Context: an optimization exercise on an open-source flow, tuned for small area and a short achievable clock period. The choices shown serve that exercise and are no tape-out recipe.
Function was checked by simulation only, so behaviour that the tests miss may differ from the original.
Power is estimated from default activity; no workload was simulated.

// Two_neuron
module Two_neuron (clk,reset,enable,wgt1,wgt2,inp,out_vector);
Size in the first run: about 3,300 cells after synthesis, about 270 flip-flops, ~34,000 um2 of cells after synthesis.
export LEC_CHECK = 0
export CAP_MARGIN = 20
export CORE_MARGIN = 2
export CORE_UTILIZATION = 40
export SLEW_MARGIN = 20
export SYNTH_HIERARCHICAL = 1
export SYNTH_MINIMUM_KEEP_SIZE = 0
create_clock -name core_clock -period 25.0 [get_ports {clk}]
standard.sh (not shown) runs the stock make flow with config.mk's settings and CLKGATE_MAP_FILE= SYNTH_SCRIPT=/design/flow/synth_recipe.tcl, a recipe that flattens the netlist after the stock synthesis.
==> flow/flow/run.sh <==
#!/bin/bash
# The standard layout (the standard.sh, unchanged synthesis), with every input and
# output port buffered by a sky130_fd_sc_hd__buf_4 instead of the resizer's default pick.
set -e
export BUFFER_PORTS_ARGS="-buffer_cell sky130_fd_sc_hd__buf_4"
bash standard.sh > standard.log 2>&1
The baseline produced a clean layout.
Then changed:
==> flow/flow/run.sh (replaced) <==
#!/bin/bash
# The standard layout (the standard.sh, unchanged synthesis), with every input and
# output port buffered by a sky130_fd_sc_hd__buf_2 instead of the resizer's default pick.
set -e
export BUFFER_PORTS_ARGS="-buffer_cell sky130_fd_sc_hd__buf_2"
bash standard.sh > standard.log 2>&1
Settings changed: PLACE_DENSITY set to 0.8.
Effect:
- register-to-register slack improves by 0.34 ns
- synthesized cell count stays the same
- total power goes up by 2.2%
- cell count stays flat
- final area came out lower by 1.9%

* * *

== run D ==
Two_neuron, a different RTL version from the one above (not shown whole).
For scale: roughly 3,400 cells after synthesis, about 280 flip-flops, about 260 I/O pins.
Settings: LEC_CHECK=0, CAP_MARGIN=50, CORE_MARGIN=2, CORE_UTILIZATION=40, SLEW_MARGIN=70, SYNTH_HIERARCHICAL=1, SYNTH_MINIMUM_KEEP_SIZE=0; clock period 25.0 ns.
==> flow/flow/run.sh <==
#!/bin/bash
# The standard layout (the standard.sh, unchanged synthesis), with every input and
# output port buffered by a sky130_fd_sc_hd__buf_2 instead of the resizer's default pick.
set -e
export BUFFER_PORTS_ARGS="-buffer_cell sky130_fd_sc_hd__buf_2"
bash standard.sh > standard.log 2>&1
Inputs modified between run D and run E:
- changing SLEW_MARGIN from 70 to 20
- changing CAP_MARGIN from 50 to 20
Findings:
Run E finished end to end and its layout was clean on timing, DRC and antenna.
Diff run E..run D | post-placement cell count | negligible
Summary of run E over run D: peak supply drop down about 2%, maximum clock skew at final layout did not really move, sum of internal, switching and leakage power went down.
There was hardly any difference in area occupied by registers between run E and run D.
Run E vs. run D: register share of the cell area has increased; delay of the slowest cell on the worst path decreased 0.04 ns; post-route clock period utilization about even.

* * *

job 4060:
Two_neuron with an RTL version that a note above also has.
Size: roughly 3300 cells after synthesis, ~270 flip-flops.
Design Two_neuron, start of the top module:
module Two_neuron (clk,reset,enable,wgt1,wgt2,inp,out_vector);
    input clk;
    input reset;
    input enable;
    input  [63:0] wgt1;
    input  [63:0] wgt2;
    input  [63:0] inp;
    output [63:0] out_vector;
    localparam [79:0] TAB_POS = {5'd16, 5'd15, 5'd15, 5'd15, 5'd15, 5'd14, 5'd14, 5'd14,
                                 5'd13, 5'd12, 5'd12, 5'd11, 5'd10, 5'd9,  5'd9,  5'd8};
    localparam [79:0] TAB_NEG = {5'd0,  5'd0,  5'd0,  5'd0,  5'd0,  5'd1,  5'd1,  5'd2,
                                 5'd2,  5'd3,  5'd3,  5'd4,  5'd5,  5'd6,  5'd7,  5'd8};
    function automatic [4:0] sig_pos;
        input sat;
        input [3:0] m;
        sig_pos = sat ? 5'd16 : TAB_POS[5*m +: 5];
    endfunction
    function automatic [4:0] sig_neg;
        input sat;
        input [3:0] m;
        sig_neg = sat ? 5'd0 : TAB_NEG[5*m +: 5];
    endfunction
    function automatic [4:0] sig_sel;
        input neg;
        input hi_any;       
        input hi_all;       
        input [7:0] lo;
        reg [8:0] t;
        begin
            t = {1'b0, ~lo} + 9'd4;
            sig_sel = neg ? sig_neg(~hi_all | t[8], t[7:4]) : sig_pos(hi_any, lo[7:4]);
        end
    endfunction
    function automatic [5:0] sig_pre;
        input neg;
        input hi_any;
        input hi_all;
        input [7:0] lo;
        reg [8:0] t;
        begin
            t = {1'b0, ~lo} + 9'd4;
            sig_pre = neg ? {1'b1, ~hi_all | t[8], t[7:4]} : {1'b0, hi_any, lo[7:4]};
        end
    endfunction
  ...
export LEC_CHECK = 0
export CAP_MARGIN = 20
export CORE_MARGIN = 2
export CORE_UTILIZATION = 40
export CTS_BUF_LIST = sky130_fd_sc_hd__clkbuf_8
export CTS_CLUSTER_DIAMETER = 60
export CTS_CLUSTER_SIZE = 20
export SLEW_MARGIN = 20
export SYNTH_HIERARCHICAL = 1
export SYNTH_MINIMUM_KEEP_SIZE = 0
create_clock -name core_clock -period 25.0 [get_ports {clk}]
Scripts as last shown in full above: flow/flow/run.sh
Job 4060 closes out successfully: all stages finished, all timing, DRC and antenna checks passed.
--- input diff job 4060..job 2350 ---
Settings: changing CTS_BUF_LIST from sky130_fd_sc_hd__clkbuf_8 to sky130_fd_sc_hd__clkbuf_8 sky130_fd_sc_hd__clkbuf_16.
### Flow results
On internal power component, job 2350 does worse than job 4060.
Measured slew at the worst slew-check pin came out lower on job 2350 than on job 4060.
Job 2350 -> job 4060: portion of netlist area occupied by mux cells delta 0, exact match
Relative contribution of combinational cells to total power ends up higher on job 4060.
As far as layout buffering overhead excluding clock cells is concerned, job 4060 and job 2350 perform about the same.
Maximum single-stage delay on the critical path essentially unchanged between job 2350 and job 4060.
Job 2350 ended with every stage complete and zero timing, DRC or antenna violations.
When job 2350 is measured against job 4060, its shortest clock period the worst path allows after layout turns out 0.069 ns higher.
Routed via count (lower): job 4060
Relative to job 2350, the following input files were edited for job 698:
Settings: CTS_BUF_LIST: sky130_fd_sc_hd__clkbuf_8 sky130_fd_sc_hd__clkbuf_16 -> unset; CTS_CLUSTER_DIAMETER: 60 -> unset; CTS_CLUSTER_SIZE: 20 -> unset.
==> run summary <==
- Clock latency on the worst-skew pair in job 698 vs job 2350: down 0.06 ns
- Per the comparison of job 698 with job 2350, power +0.99%, fraction of the core area covered by cells at the end of the flow neither gained nor lost much, final worst slack decreased by 0.072 ns relative to the old numbers.
- Of the two values seen for launch point of the critical path, inp[8] was produced by job 2350 and inp[40] by job 698.
- The clock buffer count of job 698 is higher than that of job 2350.
- Delta (job 698 minus job 2350): final worst-path cycle share rose by 0.29 points; global-route usage held; via count climbed 90.
- The lower fmax came out of job 698.
- NOTE: part of the total power dissipated in the clock network in job 698 exceeds that of job 2350
Input-level comparison between job 9149 and job 698:
Settings: CTS_BUF_LIST: unset -> sky130_fd_sc_hd__clkbuf_4 sky130_fd_sc_hd__clkbuf_8.
--- outcome ---
From job 698 to job 9149 the numbers moved as follows: cell area power density flat; sequential share of layout area flat; worst-case headroom to the max-slew limit down 0.40 points. Job 9149 vs. job 698: relative area change from synthesis to final layout higher, total power roughly the same, global-route met2 utilization roughly the same, total wirelength of the detailed-routed design higher. Worst-case hold slack (lower): job 698. For core utilization, job 9149 and job 698 come out practically identical.

what the ideal ports hide:
No port has a modelled driver above. Below, the same layouts with a new extraction and two added sets of constraints.
Step 1, drivers: a clkbuf_16 drives clk and a buf_2 each remaining input, both assumed.
Step 2 also shifts input and output timing later by t, the mid clock arrival at the registers, as if the neighbouring blocks saw the same clock.
Slacks: ideal ports / drivers / drivers and shift; pairs: ideal ports / drivers.
run | t (ns) | setup WS [ns] | worst data-port slew with drivers (ns)
the first run of note 1 | 0.607 | 16.079 / 16.073 / 15.466 | 0.14
the second run of note 1 | 0.587 | 16.019 / 16.018 / 15.432 | 0.18
run D | 0.608 | 16.231 / 16.213 / 15.605 | 0.10
run E | 0.603 | 16.226 / 16.227 / 15.625 | 0.10
job 4060 | 0.724 | 16.186 / 16.194 / 15.470 | 0.16
job 2350 | 0.658 | 16.117 / 16.115 / 15.457 | 0.15
job 698 | 0.595 | 16.044 / 16.040 / 15.445 | 0.16
job 9149 | 0.700 | 16.155 / 16.169 / 15.469 | 0.15
After both steps setup and hold are still met in every run listed. The setup slack of job 4060, which loses most, moves by +0.008 ns with the drivers and by -0.716 ns with both steps.
